Context: an optimization exercise on an open-source flow, tuned for small area. The choices shown serve that exercise and are no tape-out recipe. Function was checked by simulation only, so behaviour that the tests miss may differ from the original.

// altitude_reflex_chip
module altitude_reflex_chip (
    input wire clk,
    input wire rst_n,
    input wire signed [15:0] altitude_current,
    input wire signed [15:0] altitude_target,
    input wire signed [15:0] velocity_z,
    input wire signed [15:0] accel_z,
    input wire [7:0] compliance,
    input wire signed [15:0] pid_kp,
    input wire signed [15:0] pid_ki,
    input wire signed [15:0] pid_kd,
    output wire signed [15:0] thrust_output,
    output reg control_valid
);
Size in the first run: about 61 flip-flops, ~0.021 mm² of cells after synthesis.
==> flow/config.mk <==
export PLATFORM = sky130hd
export DESIGN_NAME = altitude_reflex_chip
export DESIGN_NICKNAME = altitude_reflex_chip
export VERILOG_FILES = /design/flow/design.v
export SDC_FILE = /design/flow/constraint.sdc
export NUM_CORES = 4
export LEC_CHECK = 0
export ABC_AREA = 1
export CAP_MARGIN = 20
export CORE_MARGIN = 2
export CORE_UTILIZATION = 40
export SLEW_MARGIN = 20
export SYNTH_HIERARCHICAL = 1
==> flow/constraint.sdc <==
create_clock -name core_clock -period 25.0 [get_ports {clk}]
set_input_delay 5.0000 -clock core_clock [delete_from_list [all_inputs] [get_ports {clk}]]
set_output_delay 5.0000 -clock core_clock [all_outputs]
set_load 0.01 [all_outputs]
standard.sh (not shown) runs the stock make flow with config.mk's settings and CLKGATE_MAP_FILE= SYNTH_SCRIPT=/design/flow/synth_recipe.tcl, a recipe that flattens the netlist after the stock synthesis.
==> flow/flow/run.sh <==
#!/bin/bash
# The standard layout (the standard.sh) with these changes:
#  - synthesis is the standard synthesis (synth_recipe.tcl and ORFS's
#    synth.tcl, unchanged but for one line) with ABC's technology-mapping
#    script replaced by flow/abc_area_amap.script (area-oriented mapping);
#    registers, flattening and renaming are exactly as in the standard synthesis;
#  - every input and output port gets a sky130_fd_sc_hd__buf_1 buffer;
#  - the buffers that synthesis inserted are removed once at floorplan and
#    global placement is not timing driven (the design meets timing with margin);
#  - clock tree synthesis uses clkbuf_4/clkbuf_8 and inserts no dummy loads.
# Each tool's full output is in standard.log (and ORFS's own logs under orfs/logs).
set -o pipefail
HERE=$(pwd)
F=$HERE/flow
sed "s#\$::env(SCRIPTS_DIR)/abc_area.script#$F/abc_area_amap.script#" \
  "$FLOW_HOME/scripts/synth_preamble.tcl" > "$HERE/synth_preamble_amap.tcl"
sed "s#source \$::env(SCRIPTS_DIR)/synth_preamble.tcl#source $HERE/synth_preamble_amap.tcl#" \
  "$FLOW_HOME/scripts/synth.tcl" > "$HERE/synth_amap.tcl"
sed "s#source \$::env(SCRIPTS_DIR)/synth.tcl#source $HERE/synth_amap.tcl#" \
  "$HERE/synth_recipe.tcl" > "$HERE/synth_recipe_amap.tcl"
for f in synth_preamble_amap.tcl synth_amap.tcl synth_recipe_amap.tcl; do
  [ -s "$HERE/$f" ] || { echo "empty $f" > flow_error.log; exit 1; }
done
grep -q "abc_area_amap.script" "$HERE/synth_preamble_amap.tcl" || { echo "preamble edit failed" > flow_error.log; exit 1; }
grep -q "synth_preamble_amap.tcl" "$HERE/synth_amap.tcl" || { echo "synth edit failed" > flow_error.log; exit 1; }
grep -q "synth_amap.tcl" "$HERE/synth_recipe_amap.tcl" || { echo "synth_recipe edit failed" > flow_error.log; exit 1; }
export BUFFER_PORTS_ARGS="-buffer_cell sky130_fd_sc_hd__buf_1"
export CTS_ARGS="-sink_clustering_enable -repair_clock_nets -dont_use_dummy_load -buf_list {sky130_fd_sc_hd__clkbuf_4 sky130_fd_sc_hd__clkbuf_8}"
bash standard.sh SYNTH_SCRIPT="$HERE/synth_recipe_amap.tcl" REMOVE_ABC_BUFFERS=1 GPL_TIMING_DRIVEN=0 > standard.log 2>&1
==> flow/flow/abc_area_amap.script <==
strash
dch -f
amap
topo
dnsize -c
Next try:
--- a/flow/config.mk
+++ b/flow/config.mk
@@ -8,6 +8,6 @@
 export ABC_AREA = 1
-export CAP_MARGIN = 20
+export CAP_MARGIN = 5
 export CORE_MARGIN = 2
 export CORE_UTILIZATION = 40
-export SLEW_MARGIN = 20
+export SLEW_MARGIN = 5
 export SYNTH_HIERARCHICAL = 1
Effect:
- routed wire length fell by 0.34%
- hold slack gets better by 0.0073 ns
- fmax is about the same

-- port drivers added, routing unchanged --
In the flow no input, the clock included, has a driving cell. The finished layouts below were timed again as built, in two steps.
Step 1 assumes that a clkbuf_16 drives the clock port and a buf_2 every other input.
Step 2 moves the port delays by t, midway between the first and last clock arrival at a register: inputs arrive t later, outputs are due t later. That takes back most of the time a late clock gives input paths.
a / b / c = no drivers / after step 1 / after step 2; a / b = the first two.
| run | t (ns) | setup slack, ns | worst hold slack (ns) | worst setup path after step 2 | worst register clock-pin slew, ns |
|---|---|---|---|---|---|
| the first run | 0.414 | 0.898 / 0.926 / 0.512 | 0.557 / 0.557 / 0.557 | input to register | 0.09 / 0.09 |
| the second run | 0.404 | 0.835 / 0.850 / 0.446 | 0.565 / 0.565 / 0.565 | input to register | 0.09 / 0.09 |
After both steps setup and hold are still met in every run listed. For the second run, which loses most, drivers alone change the setup slack by +0.015 ns; drivers and shift together by -0.389 ns.
